This is an optimization exercise on Yosys and OpenROAD, whose aim is small area, a short achievable clock period and few clock cycles per item, not a production implementation.
In this exercise RTL edits were held to simulation tests only and were not proved equivalent to the original.
The flow treats the clock pin as an ideal source. Dropping or thinning the clock tree relies on that and would not hold on a real chip.

Setup of run A:
==> flow/design.v (excerpt) <==
module SquareRoot(outdata,checkflag,clk,rst,start,indata);
 input wire clk;
 input wire rst;
 input wire start;
 input wire [31:0] indata;
 output reg [15:0] outdata;    
 output reg checkflag;
 reg [27:0] x;       
 reg [15:0] r;       
 reg        neg;     
 reg [3:0]  cnt;     
 wire go = start & (cnt == 4'd0);
 wire [17:0] sum = {r, x[27:26]} + {outdata ^ {16{~neg}}, 2'b11};
 reg [2:0] r0;       
 reg       n0;       
 reg [1:0] q0;
 always @(*) begin
    case (indata[31:28])
    4'd0:  begin r0 = 3'b111; n0 = 1'b1; q0 = 2'd0; end
    4'd1:  begin r0 = 3'd0;   n0 = 1'b0; q0 = 2'd1; end
    4'd2:  begin r0 = 3'd1;   n0 = 1'b0; q0 = 2'd1; end
    4'd3:  begin r0 = 3'd2;   n0 = 1'b0; q0 = 2'd1; end
    4'd4:  begin r0 = 3'b011; n0 = 1'b1; q0 = 2'd2; end
    4'd5:  begin r0 = 3'b100; n0 = 1'b1; q0 = 2'd2; end
    4'd6:  begin r0 = 3'b101; n0 = 1'b1; q0 = 2'd2; end
    4'd7:  begin r0 = 3'b110; n0 = 1'b1; q0 = 2'd2; end
    4'd8:  begin r0 = 3'b111; n0 = 1'b1; q0 = 2'd2; end
    4'd9:  begin r0 = 3'd0;   n0 = 1'b0; q0 = 2'd3; end
    4'd10: begin r0 = 3'd1;   n0 = 1'b0; q0 = 2'd3; end
    4'd11: begin r0 = 3'd2;   n0 = 1'b0; q0 = 2'd3; end
    4'd12: begin r0 = 3'd3;   n0 = 1'b0; q0 = 2'd3; end
    4'd13: begin r0 = 3'd4;   n0 = 1'b0; q0 = 2'd3; end
    4'd14: begin r0 = 3'd5;   n0 = 1'b0; q0 = 2'd3; end
    default: begin r0 = 3'd6; n0 = 1'b0; q0 = 2'd3; end
    endcase
 end
 always @(posedge clk) begin
    if (go) begin
        x       <= indata[27:0];
        r       <= {{13{n0}}, r0};
        neg     <= n0;
        outdata <= {14'd0, q0};
    end else begin
        x       <= {x[25:0], 2'b00};
        r       <= sum[15:0];
        neg     <= sum[17];
        if (cnt != 4'd0)
            outdata <= {outdata[14:0], ~sum[17]};
    end
 end
 always @(posedge clk) begin
    if (rst) begin
        cnt       <= 4'd0;
        checkflag <= 1'b0;
    end else if (go) begin
        cnt       <= 4'd14;
        checkflag <= 1'b0;
    end else if (cnt != 4'd0) begin
  ...
make LEC_CHECK=0 ABC_CLOCK_PERIOD_IN_PS=2500 CAP_MARGIN=20 CORE_MARGIN=2 CORE_UTILIZATION=40 SLEW_MARGIN=20 finish   # period 8.5 ns
run.sh (not shown) runs the stock make flow with config.mk's settings and CLKGATE_MAP_FILE= SYNTH_SCRIPT=/design/flow/synth_recipe.tcl, a recipe that flattens the netlist after the stock synthesis.
Testbench counts of run A, summed over its fixed seeds: cycles 30,720, ops 2,048.
### run A -> run B
Settings: removing ABC_CLOCK_PERIOD_IN_PS (formerly 2500); setting ABC_AREA to 1 for the first time.
==> comparison <==
Compared with run A, in run B post-route minimum period climbed 180 ps; worst hold slack flat. Run A → run B: die extent in x up about 1%; multi-input combinational area share down 1.9 points; cell row count flat. Taking run A as the reference point, the worst path buffer plus inverter count of run B rises by 1. When run B is set beside run A, its worst setup slack turns out to be 180 ps smaller. In the reports for run A and run B, the larger area growth from synthesis to layout belongs to run A.

---

Setup of rev 12:
The RTL this note starts from:
==> flow/design.v <==
`timescale 1ns / 1ps
module SquareRoot(outdata,checkflag,clk,rst,start,indata);
 input wire clk;
 input wire rst;
 input wire start;
 input wire [31:0] indata;
 output reg [15:0] outdata;    
 output reg checkflag;
 reg [27:0] x;       
 reg [15:0] r;       
 reg        neg;     
 reg [3:0]  cnt;     
 wire idle = (cnt == 4'd0);
 wire [17:0] sum = {r, x[27:26]} + {outdata ^ {16{~neg}}, 2'b11};
 function [4:0] first2;
    input [3:0] n;
    begin
    case (n)
    4'd0:  first2 = {2'd0, 3'd0};
    4'd1:  first2 = {2'd1, 3'd0};
    4'd2:  first2 = {2'd1, 3'd1};
    4'd3:  first2 = {2'd1, 3'd2};
    4'd4:  first2 = {2'd2, 3'd0};
    4'd5:  first2 = {2'd2, 3'd1};
    4'd6:  first2 = {2'd2, 3'd2};
    4'd7:  first2 = {2'd2, 3'd3};
    4'd8:  first2 = {2'd2, 3'd4};
    4'd9:  first2 = {2'd3, 3'd0};
    4'd10: first2 = {2'd3, 3'd1};
    4'd11: first2 = {2'd3, 3'd2};
    4'd12: first2 = {2'd3, 3'd3};
    4'd13: first2 = {2'd3, 3'd4};
    4'd14: first2 = {2'd3, 3'd5};
    default: first2 = {2'd3, 3'd6};
    endcase
    end
 endfunction
 wire [1:0] q0;
 wire [2:0] r0;
 assign {q0, r0} = first2(indata[31:28]);
 always @(posedge clk) begin
    if (idle) begin
        x   <= indata[27:0];
        r   <= {13'd0, r0};
        neg <= 1'b0;
    end else begin
        x   <= {x[25:0], 2'b00};
        r   <= sum[15:0];
        neg <= sum[17];
    end
 end
 always @(posedge clk) begin
    if (!idle)
        outdata <= {outdata[14:0], ~sum[17]};
    else if (start)
        outdata <= {14'd0, q0};
 end
 always @(posedge clk) begin
    if (rst) begin
        cnt       <= 4'd0;
        checkflag <= 1'b0;
    end else if (start & idle) begin
        cnt       <= 4'd14;
        checkflag <= 1'b0;
    end else if (!idle) begin
        cnt       <= cnt - 4'd1;
        checkflag <= (cnt == 4'd1);
    end
 end
endmodule
Settings: LEC_CHECK=0, CAP_MARGIN=20, CORE_MARGIN=2, CORE_UTILIZATION=75, SETUP_SLACK_MARGIN=5, SLEW_MARGIN=20; clock period 8.5 ns.
standard.sh (not shown) runs the stock make flow with config.mk's settings and CLKGATE_MAP_FILE= SYNTH_SCRIPT=/design/flow/synth_recipe.tcl, a recipe that flattens the netlist after the stock synthesis.
==> flow/flow/run.sh <==
#!/bin/bash
set -euo pipefail
MARGIN=$(cat flow/margin.txt)
bash standard.sh "BUFFER_PORTS_ARGS=-buffer_cell sky130_fd_sc_hd__buf_1" \
  "SETUP_SLACK_MARGIN=$MARGIN" finish > standard.log 2>&1
==> flow/flow/margin.txt <==
5.7
Testbench counts of rev 12, summed over its fixed seeds: cycles 30,720, ops 2,048.
--- input diff rev 12..rev 13 ---
==> flow/flow/margin.txt <==
5.8
[summary]
- Slowest cell on the critical path: nand2b_1 -> rev 12, edfxtp_1 -> rev 13
- Register-to-register slack for rev 13: 0.03 ns down relative to rev 12
- Rev 12 ended up with start as its launching instance or port of the critical path; rev 13 ended up with outdata[14].

---

Setup of run 1:
Another version of the RTL of SquareRoot (not shown whole).
For scale: roughly 57 flip-flops, about 52 I/O pins, roughly 0.0030 mm2 of cells after synthesis.
export LEC_CHECK = 0
export ABC_AREA = 1
export ABC_CLOCK_PERIOD_IN_PS = 2500
export CAP_MARGIN = 20
export CORE_MARGIN = 2
export CORE_UTILIZATION = 75
export SETUP_SLACK_MARGIN = 5
export SLEW_MARGIN = 20
create_clock -name core_clock -period 8.5 [get_ports {clk}]
==> flow/flow/run.sh <==
#!/bin/bash
set -euo pipefail
MARGIN=$(cat flow/margin.txt)
export PRE_CTS_TCL="$PWD/flow/pre_cts.tcl"
bash standard.sh "BUFFER_PORTS_ARGS=-buffer_cell sky130_fd_sc_hd__buf_1" \
  "SETUP_SLACK_MARGIN=$MARGIN" "PRE_CTS_TCL=$PRE_CTS_TCL" finish > standard.log 2>&1
==> flow/flow/margin.txt <==
6.0
==> flow/flow/pre_cts.tcl <==
# Sourced by ORFS's cts.tcl (PRE_CTS_TCL) just before clock_tree_synthesis.
# The design is small, so instead of TritonCTS's tree (a root buffer, eight
# leaf buffers and dummy loads) the clock port drives NBUF buffers directly,
# each driving the registers of one vertical stripe of the core: sinks are
# sorted by x and split evenly, and each buffer sits at its sinks' centroid.
# Every register sees one buffer between the port and its clock pin.
set ::manual_cts_nbuf 2
set ::manual_cts_cell sky130_fd_sc_hd__clkbuf_16

proc manual_cts {nbuf cb} {
  set block [ord::get_db_block]
  set clknet [$block findNet clk]
  set master [[ord::get_db] findMaster $cb]
  set sinks {}
  foreach iterm [$clknet getITerms] {
    set bb [[$iterm getInst] getBBox]
    lappend sinks [list [expr {([$bb xMin] + [$bb xMax]) / 2}] \
      [expr {([$bb yMin] + [$bb yMax]) / 2}] $iterm]
  }
  set sinks [lsort -integer -index 0 $sinks]
  set n [llength $sinks]
  puts "manual_cts: $n sinks, $nbuf x $cb"
  for {set k 0} {$k < $nbuf} {incr k} {
    set lo [expr {$k * $n / $nbuf}]
    set hi [expr {($k + 1) * $n / $nbuf - 1}]
    set buf [odb::dbInst_create $block $master clkbuf_${k}_clk]
    set net [odb::dbNet_create $block clknet_${k}_clk]
    $net setSigType CLOCK
    set sx 0
    set sy 0
    set m 0
    foreach s [lrange $sinks $lo $hi] {
      lassign $s x y iterm
      incr sx $x
      incr sy $y
      incr m
      $iterm disconnect
      $iterm connect $net
    }
    [$buf findITerm A] connect $clknet
    [$buf findITerm X] connect $net
    $buf setLocation [expr {$sx / $m}] [expr {$sy / $m}]
    $buf setPlacementStatus PLACED
  }
  set_propagated_clock [all_clocks]
}

rename clock_tree_synthesis tritoncts_clock_tree_synthesis
proc clock_tree_synthesis {args} {
  manual_cts $::manual_cts_nbuf $::manual_cts_cell
}
Run 1 completed every stage of the flow, and the final layout passed the timing, design-rule and antenna checks.
Testbench counts of run 1, summed over its fixed seeds: cycles 30,720, ops 2,048.
For run 2, these inputs were changed with respect to run 1:
Settings: clearing ABC_CLOCK_PERIOD_IN_PS, which used to be 2500.
==> flow/flow/run.sh <==
#!/bin/bash
set -euo pipefail
MARGIN=$(cat flow/margin.txt)
export PRE_CTS_TCL="$PWD/flow/pre_cts.tcl"
bash standard.sh "SYNTH_SCRIPT=$PWD/flow/synth.tcl" \
  "BUFFER_PORTS_ARGS=-buffer_cell sky130_fd_sc_hd__buf_1" \
  "SETUP_SLACK_MARGIN=$MARGIN" "PRE_CTS_TCL=$PRE_CTS_TCL" finish > standard.log 2>&1
==> flow/flow/abc.script (new file) <==
strash
dch -f
map -a
topo
stime -c
buffer -c
upsize -c
dnsize -c
==> flow/flow/synth.tcl (new file) <==
# The standard synthesis (synth_recipe.tcl, which keeps the registers and
# their names), with ABC given flow/abc.script instead of ORFS's script.
set ::own_abc_script [file join [file dirname [file normalize [info script]]] abc.script]
proc abc {args} {
  set i [lsearch -exact $args -script]
  if {$i >= 0} { lset args [expr {$i + 1}] $::own_abc_script }
  yosys abc {*}$args
}
source [file join [file dirname [file dirname [file normalize [info script]]]] synth_recipe.tcl]
Run 2 | status: complete | timing, DRC, antenna: pass
Setup slack in run 2 is smaller than in run 1.
Run 2 vs run 1: worst-case register-to-register setup slack down in run 2
Run 2 vs run 1: pin count of the biggest net entering global routing down in run 2
NOTE average wire length per cell after detail routing run 1->run 2 increased by a little under 10%
The final reports for run 2 and run 1 show count of cells along the worst register-to-register path higher in the former.
Relative to run 1, initial detailed-routing violation count decreased by 33% in run 2.
From run 1 to run 2 the numbers moved as follows: number of multi-input combinational cells in the layout saw a decrease; wire length of the first global-routing pass saw a decrease.
No run of this note takes its clock network from TritonCTS; it comes from the design's own scripts or RTL.

static timing again, ports no longer ideal:
The flow's constraints put no driver on any port. The routed layouts listed below were extracted and timed again, unchanged, in two steps.
Step 1 assumes that a clkbuf_16 drives the clock port and a buf_2 every other input.
Step 2, shift: input delay + t, output delay - t, t = (earliest + latest rising clock arrival at the registers) / 2. This alone moves slack from input paths to output paths.
a / b / c = no drivers / after step 1 / after step 2; a / b = the first two.
run	t (ns)	setup WS [ns]	worst hold slack (ns)	clock arrival spread, ns	cell pins on the clock port's net
run A	0.363	5.004 / 5.010 / 4.647	0.420 / 0.420 / 0.420	0.009 / 0.009	1
run B	0.373	4.822 / 4.835 / 4.461	0.418 / 0.418 / 0.418	0.009 / 0.009	1
rev 12	0.367	5.829 / 5.808 / 5.465	0.425 / 0.425 / 0.425	0.006 / 0.005	1
rev 13	0.377	5.832 / 5.805 / 5.530	0.426 / 0.426 / 0.426	0.008 / 0.007	1
run 1	0.213	6.025 / 5.977 / 5.896	0.436 / 0.436 / 0.436	0.018 / 0.018	2
run 2	0.211	5.987 / 5.941 / 5.841	0.426 / 0.426 / 0.426	0.016 / 0.015	2
After both steps setup and hold are still met in every run listed. The setup slack of rev 12, which loses most, moves by -0.021 ns with the drivers and by -0.364 ns with both steps.
